Context: an optimization exercise on an open-source flow, tuned for small area. The choices shown serve that exercise and are no tape-out recipe.
The RTL was checked by simulation tests, not by an equivalence proof against the original design.
No driver is modelled on the clock port, so clock power and skew are understated where the tree is cut down; a real chip needs a root buffer or a tree.
Power is estimated from default activity; no workload was simulated.

==> trial 89 <==
==> flow/design.v (excerpt) <==
module UART_FIFO_Top #(
    parameter DATA_WIDTH = 8,
    parameter FIFO_DEPTH = 16,
    parameter ADDR_WIDTH = 4
)(
    input clk,
    input rst,
    input en,
    input push_in,
    input pop_in,
    input [DATA_WIDTH-1:0] din,
    input [3:0] threshold,
    output [DATA_WIDTH-1:0] dout,
    output empty,
    output full,
    output overrun,
    output underrun,
    output thr_trigger
);
export LEC_CHECK = 0
export CAP_MARGIN = 0
export CORE_MARGIN = 2
export CORE_UTILIZATION = 40
export SLEW_MARGIN = 0
export SYNTH_HIERARCHICAL = 1
create_clock -name core_clock -period 5.0 [get_ports {clk}]
standard.sh (not shown) runs the stock make flow with config.mk's settings and CLKGATE_MAP_FILE= SYNTH_SCRIPT=/design/flow/synth_recipe.tcl, a recipe that flattens the netlist after the stock synthesis.
==> flow/flow/run.sh <==
#!/bin/bash
# The standard ORFS layout (the standard.sh), with three changes:
#  - the smallest buffer (buf_1) on each input and output port instead of
#    buffer_ports' default choice;
#  - after the floorplan, flow/downsize.tcl sets every combinational cell to
#    the smallest drive strength of its kind (placement's repair_design then
#    fixes any slew or capacitance this breaks);
#  - the clock tree is built by flow/cts_hook.tcl instead of TritonCTS: the
#    clock port feeds two clkinv_4 roots, each feeding eight clkinv_2 leaves
#    over k-means clusters of the flip-flops (two inversions to every
#    flip-flop); the rest of ORFS's CTS step runs unchanged.
set -euo pipefail
export CTS_NLEAF=16
export CTS_LEAF_BUF=sky130_fd_sc_hd__clkinv_2
export CTS_ROOT_BUF=sky130_fd_sc_hd__clkinv_4
export CTS_NROOT=2
export CTS_CAP_SLACK=1
bash standard.sh \
  "BUFFER_PORTS_ARGS=-buffer_cell sky130_fd_sc_hd__buf_1" \
  "POST_FLOORPLAN_TCL=$(pwd)/flow/downsize.tcl" \
  "PRE_CTS_TCL=$(pwd)/flow/cts_hook.tcl" \
  finish > standard.log 2>&1
==> flow/flow/cts_hook.tcl <==
# Clock tree built here in place of TritonCTS. The flip-flops are split into
# CTS_NLEAF clusters of about equal size by k-means on their placed
# positions, each driven by one leaf cell (CTS_LEAF_BUF) at its centre. The
# leaves are split by x into CTS_NROOT groups, each driven by one root cell
# (CTS_ROOT_BUF) at the centre of its leaves; the root cells are the only
# cells the clock port feeds. With inverters for both, every flip-flop sees
# the clock through exactly two inversions. ORFS's cts.tcl then legalizes
# and repairs timing as usual.
rename clock_tree_synthesis my_orig_clock_tree_synthesis
proc clock_tree_synthesis {args} {
  set nleaf [expr {[info exists ::env(CTS_NLEAF)] ? $::env(CTS_NLEAF) : 12}]
  set leaf_master_name [expr {[info exists ::env(CTS_LEAF_BUF)] ? $::env(CTS_LEAF_BUF) : "sky130_fd_sc_hd__clkbuf_4"}]
  set root_master_name [expr {[info exists ::env(CTS_ROOT_BUF)] ? $::env(CTS_ROOT_BUF) : "sky130_fd_sc_hd__clkbuf_8"}]
  set db [ord::get_db]
  set block [ord::get_db_block]
  set leaf_master [$db findMaster $leaf_master_name]
  set root_master [$db findMaster $root_master_name]
  set clk_net [$block findNet clk]
  # sinks: every instance pin on the clock net
  set sinks {}
  foreach it [$clk_net getITerms] {
    set inst [$it getInst]
    set bb [$inst getBBox]
    set x [expr {([$bb xMin] + [$bb xMax]) / 2.0}]
    set y [expr {([$bb yMin] + [$bb yMax]) / 2.0}]
    lappend sinks [list $it $x $y]
  }
  set n [llength $sinks]
  puts "custom CTS: $n sinks, $nleaf leaves"
  # k-means with a size cap: seed centres along a sorted order, then iterate
  set sorted [lsort -real -index 1 $sinks]
  set cx {}; set cy {}
  for {set k 0} {$k < $nleaf} {incr k} {
    set s [lindex $sorted [expr {int(($k + 0.5) * $n / $nleaf)}]]
    lappend cx [lindex $s 1]; lappend cy [lindex $s 2]
  }
  set capx [expr {[info exists ::env(CTS_CAP_SLACK)] ? $::env(CTS_CAP_SLACK) : 0}]
  set cap [expr {int(ceil(double($n) / $nleaf)) + $capx}]
  for {set iter 0} {$iter < 30} {incr iter} {
    # capacitated assignment: greedily by distance over all sink-centre pairs
    set pairs {}
    for {set i 0} {$i < $n} {incr i} {
      set s [lindex $sinks $i]
      for {set k 0} {$k < $nleaf} {incr k} {
        set d [expr {abs([lindex $s 1] - [lindex $cx $k]) + abs([lindex $s 2] - [lindex $cy $k])}]
        lappend pairs [list $d $i $k]
      }
    }
    set pairs [lsort -real -index 0 $pairs]
    set assign [lrepeat $n -1]
    set count [lrepeat $nleaf 0]
    set left $n
    foreach p $pairs {
      lassign $p d i k
      if {[lindex $assign $i] >= 0} continue
      if {[lindex $count $k] >= $cap} continue
      lset assign $i $k
      lset count $k [expr {[lindex $count $k] + 1}]
      incr left -1
      if {$left == 0} break
    }
    set sx [lrepeat $nleaf 0.0]; set sy [lrepeat $nleaf 0.0]
    for {set i 0} {$i < $n} {incr i} {
      set k [lindex $assign $i]
      set s [lindex $sinks $i]
      lset sx $k [expr {[lindex $sx $k] + [lindex $s 1]}]
      lset sy $k [expr {[lindex $sy $k] + [lindex $s 2]}]
    }
    for {set k 0} {$k < $nleaf} {incr k} {
      set c [lindex $count $k]
      if {$c > 0} {
        lset cx $k [expr {[lindex $sx $k] / $c}]
        lset cy $k [expr {[lindex $sy $k] / $c}]
      }
    }
  }
  puts "custom CTS: cluster sizes $count"
  proc my_pin {inst dir} {
    foreach it [$inst getITerms] {
      if {$dir eq "INPUT" && [$it isInputSignal]} { return $it }
      if {$dir eq "OUTPUT" && [$it isOutputSignal]} { return $it }
    }
    error "no $dir pin on [$inst getName]"
  }
  # leaves, split into nroot groups of about equal size by x; each group has
  # its own root buffer at the centre of its leaves, fed by the clock port
  set nroot [expr {[info exists ::env(CTS_NROOT)] ? $::env(CTS_NROOT) : 1}]
  set order {}
  for {set k 0} {$k < $nleaf} {incr k} { lappend order [list $k [lindex $cx $k]] }
  set order [lsort -real -index 1 $order]
  set leaf_nets {}
  for {set k 0} {$k < $nleaf} {incr k} { lappend leaf_nets {} }
  set roots {}
  for {set r 0} {$r < $nroot} {incr r} {
    set lo [expr {$r * $nleaf / $nroot}]
    set hi [expr {($r + 1) * $nleaf / $nroot}]
    set rx 0.0; set ry 0.0
    for {set j $lo} {$j < $hi} {incr j} {
      set k [lindex [lindex $order $j] 0]
      set rx [expr {$rx + [lindex $cx $k]}]; set ry [expr {$ry + [lindex $cy $k]}]
    }
    set rx [expr {int($rx / ($hi - $lo))}]; set ry [expr {int($ry / ($hi - $lo))}]
    set root [odb::dbInst_create $block $root_master clkbuf_root_$r]
    $root setLocation $rx $ry
    $root setPlacementStatus PLACED
    set root_net [odb::dbNet_create $block clknet_root_$r]
    $root_net setSigType CLOCK
    [my_pin $root OUTPUT] connect $root_net
    lappend roots $root
    for {set j $lo} {$j < $hi} {incr j} {
      set k [lindex [lindex $order $j] 0]
      set b [odb::dbInst_create $block $leaf_master clkbuf_leaf_$k]
      $b setLocation [expr {int([lindex $cx $k])}] [expr {int([lindex $cy $k])}]
      $b setPlacementStatus PLACED
      set ln [odb::dbNet_create $block clknet_leaf_$k]
      $ln setSigType CLOCK
      [my_pin $b INPUT] connect $root_net
      [my_pin $b OUTPUT] connect $ln
      lset leaf_nets $k $ln
    }
  }
  for {set i 0} {$i < $n} {incr i} {
    set it [lindex [lindex $sinks $i] 0]
    $it disconnect
    $it connect [lindex $leaf_nets [lindex $assign $i]]
  }
  foreach root $roots { [my_pin $root INPUT] connect $clk_net }
  $clk_net setSigType CLOCK
  puts "custom CTS: done"
}
==> flow/flow/downsize.tcl <==
# Each combinational cell that synthesis gave more than the smallest drive
# strength is set back to the smallest one of its kind; placement's
# repair_design then sizes up or buffers whatever that leaves too weak.
set my_lib [lindex [get_libs *] 0]
set my_n 0
foreach inst [get_cells *] {
  set ref [get_property $inst ref_name]
  if {![regexp {^(sky130_fd_sc_hd__([a-z0-9]+))_([0-9]+)$} $ref -> base kind drive]} continue
  if {[regexp {^(df|edf|sdf|sedf|dl|tap|fill|decap|conb)} $kind]} continue
  set best $ref
  set best_area [get_property [get_lib_cells */$ref] area]
  foreach lc [get_lib_cells */${base}_*] {
    set name [get_property $lc name]
    if {![regexp "^${base}_\[0-9\]+\$" $name]} continue
    if {[get_property $lc dont_use]} continue
    set a [get_property $lc area]
    if {$a < $best_area} { set best $name; set best_area $a }
  }
  if {$best ne $ref} {
    replace_cell $inst [get_lib_cells */$best]
    incr my_n
  }
}
puts "downsize: $my_n cells set to their smallest drive strength"
==> trial 70: changes against trial 89 <==
==> flow/flow/run.sh (replaced) <==
#!/bin/bash
# The standard ORFS layout (the standard.sh), with two changes:
#  - the smallest buffer (buf_1) on each input and output port instead of
#    buffer_ports' default choice;
#  - the clock tree is built by flow/cts_hook.tcl (a root clkbuf_8 feeding
#    CTS_NLEAF clkbuf_4 leaves over k-means clusters of the flip-flops)
#    instead of TritonCTS; the rest of ORFS's CTS step runs unchanged.
set -euo pipefail
export CTS_NLEAF=13
bash standard.sh \
  "BUFFER_PORTS_ARGS=-buffer_cell sky130_fd_sc_hd__buf_1" \
  "PRE_CTS_TCL=$(pwd)/flow/cts_hook.tcl" \
  finish > standard.log 2>&1
==> flow/flow/cts_hook.tcl (replaced) <==
# Clock tree built here in place of TritonCTS: the flip-flops are split into
# CTS_NLEAF clusters of about equal size by k-means on their placed
# positions, each driven by one leaf buffer at its centre; a single root
# buffer, at the centre of the leaves and the only cell the clock port feeds,
# drives the leaves. ORFS's cts.tcl then legalizes and repairs timing as usual.
rename clock_tree_synthesis my_orig_clock_tree_synthesis
proc clock_tree_synthesis {args} {
  set nleaf [expr {[info exists ::env(CTS_NLEAF)] ? $::env(CTS_NLEAF) : 12}]
  set leaf_master_name [expr {[info exists ::env(CTS_LEAF_BUF)] ? $::env(CTS_LEAF_BUF) : "sky130_fd_sc_hd__clkbuf_4"}]
  set root_master_name [expr {[info exists ::env(CTS_ROOT_BUF)] ? $::env(CTS_ROOT_BUF) : "sky130_fd_sc_hd__clkbuf_8"}]
  set db [ord::get_db]
  set block [ord::get_db_block]
  set leaf_master [$db findMaster $leaf_master_name]
  set root_master [$db findMaster $root_master_name]
  set clk_net [$block findNet clk]
  # sinks: every instance pin on the clock net
  set sinks {}
  foreach it [$clk_net getITerms] {
    set inst [$it getInst]
    set bb [$inst getBBox]
    set x [expr {([$bb xMin] + [$bb xMax]) / 2.0}]
    set y [expr {([$bb yMin] + [$bb yMax]) / 2.0}]
    lappend sinks [list $it $x $y]
  }
  set n [llength $sinks]
  puts "custom CTS: $n sinks, $nleaf leaves"
  # k-means with a size cap: seed centres along a sorted order, then iterate
  set sorted [lsort -real -index 1 $sinks]
  set cx {}; set cy {}
  for {set k 0} {$k < $nleaf} {incr k} {
    set s [lindex $sorted [expr {int(($k + 0.5) * $n / $nleaf)}]]
    lappend cx [lindex $s 1]; lappend cy [lindex $s 2]
  }
  set cap [expr {int(ceil(double($n) / $nleaf))}]
  for {set iter 0} {$iter < 30} {incr iter} {
    # capacitated assignment: greedily by distance over all sink-centre pairs
    set pairs {}
    for {set i 0} {$i < $n} {incr i} {
      set s [lindex $sinks $i]
      for {set k 0} {$k < $nleaf} {incr k} {
        set d [expr {abs([lindex $s 1] - [lindex $cx $k]) + abs([lindex $s 2] - [lindex $cy $k])}]
        lappend pairs [list $d $i $k]
      }
    }
    set pairs [lsort -real -index 0 $pairs]
    set assign [lrepeat $n -1]
    set count [lrepeat $nleaf 0]
    set left $n
    foreach p $pairs {
      lassign $p d i k
      if {[lindex $assign $i] >= 0} continue
      if {[lindex $count $k] >= $cap} continue
      lset assign $i $k
      lset count $k [expr {[lindex $count $k] + 1}]
      incr left -1
      if {$left == 0} break
    }
    set sx [lrepeat $nleaf 0.0]; set sy [lrepeat $nleaf 0.0]
    for {set i 0} {$i < $n} {incr i} {
      set k [lindex $assign $i]
      set s [lindex $sinks $i]
      lset sx $k [expr {[lindex $sx $k] + [lindex $s 1]}]
      lset sy $k [expr {[lindex $sy $k] + [lindex $s 2]}]
    }
    for {set k 0} {$k < $nleaf} {incr k} {
      set c [lindex $count $k]
      if {$c > 0} {
        lset cx $k [expr {[lindex $sx $k] / $c}]
        lset cy $k [expr {[lindex $sy $k] / $c}]
      }
    }
  }
  puts "custom CTS: cluster sizes $count"
  # root buffer at the centre of the leaves
  set rx 0.0; set ry 0.0
  for {set k 0} {$k < $nleaf} {incr k} {
    set rx [expr {$rx + [lindex $cx $k]}]; set ry [expr {$ry + [lindex $cy $k]}]
  }
  set rx [expr {int($rx / $nleaf)}]; set ry [expr {int($ry / $nleaf)}]
  set root [odb::dbInst_create $block $root_master clkbuf_root]
  $root setLocation $rx $ry
  $root setPlacementStatus PLACED
  set root_net [odb::dbNet_create $block clknet_root]
  $root_net setSigType CLOCK
  [$root findITerm X] connect $root_net
  set leaf_nets {}
  for {set k 0} {$k < $nleaf} {incr k} {
    set b [odb::dbInst_create $block $leaf_master clkbuf_leaf_$k]
    $b setLocation [expr {int([lindex $cx $k])}] [expr {int([lindex $cy $k])}]
    $b setPlacementStatus PLACED
    set ln [odb::dbNet_create $block clknet_leaf_$k]
    $ln setSigType CLOCK
    [$b findITerm A] connect $root_net
    [$b findITerm X] connect $ln
    lappend leaf_nets $ln
  }
  for {set i 0} {$i < $n} {incr i} {
    set it [lindex [lindex $sinks $i] 0]
    $it disconnect
    $it connect [lindex $leaf_nets [lindex $assign $i]]
  }
  [$root findITerm A] connect $clk_net
  $clk_net setSigType CLOCK
  puts "custom CTS: done"
}
--- a/flow/config.mk
+++ b/flow/config.mk
@@ -5,8 +5,8 @@
 export SDC_FILE = /design/flow/constraint.sdc
 export NUM_CORES = 4
 export LEC_CHECK = 0
-export CAP_MARGIN = 0
+export CAP_MARGIN = 20
 export CORE_MARGIN = 2
 export CORE_UTILIZATION = 40
-export SLEW_MARGIN = 0
+export SLEW_MARGIN = 20
 export SYNTH_HIERARCHICAL = 1
removed: flow/flow/downsize.tcl
==> comparison <==
Clock skew: trial 70 is lower than trial 89 (0.017 ns).
Between trial 70 and trial 89, the lower first-iteration DRC count is in trial 89 (gap about 5%, measured against trial 89).
Sequential power is about the same in trial 89 and trial 70.
Of trial 70 and trial 89, trial 70 has the higher design area (gap about 0.45%, measured against trial 89).
Synthesized cell count is the same in trial 89 and trial 70.
Against trial 89, the register-to-register slack of trial 70 is lower by 0.19 ns.
In trial 89 the utilization is lower than in trial 70, by 0.20 points.
In every run of this note, the design's own scripts or RTL, not TritonCTS, make the clock network.

## re-timing with driven ports
Ports are ideal in the flow. The routed layouts listed here were re-timed in OpenROAD.
Step 1 (the two cells are an assumption about what drives the block):
set clk [get_ports {clk}]
set_driving_cell -lib_cell sky130_fd_sc_hd__clkbuf_16 $clk
set_driving_cell -lib_cell sky130_fd_sc_hd__buf_2 [delete_from_list [all_inputs] $clk]
Step 2, shift: input delay + t, output delay - t, t = (earliest + latest rising clock arrival at the registers) / 2. This alone moves slack from input paths to output paths.
a / b / c = ideal ports / drivers / drivers and shift; a / b = the first two.
run	t (ns)	setup WS [ns]	worst slew at a driven data input, ns	cell pins on the clock port's net
trial 89	0.290	1.641 / 1.583 / 1.873	0.03	2
trial 70	0.440	1.371 / 1.338 / 1.778	0.04	1
After both steps every run listed still meets setup and hold.
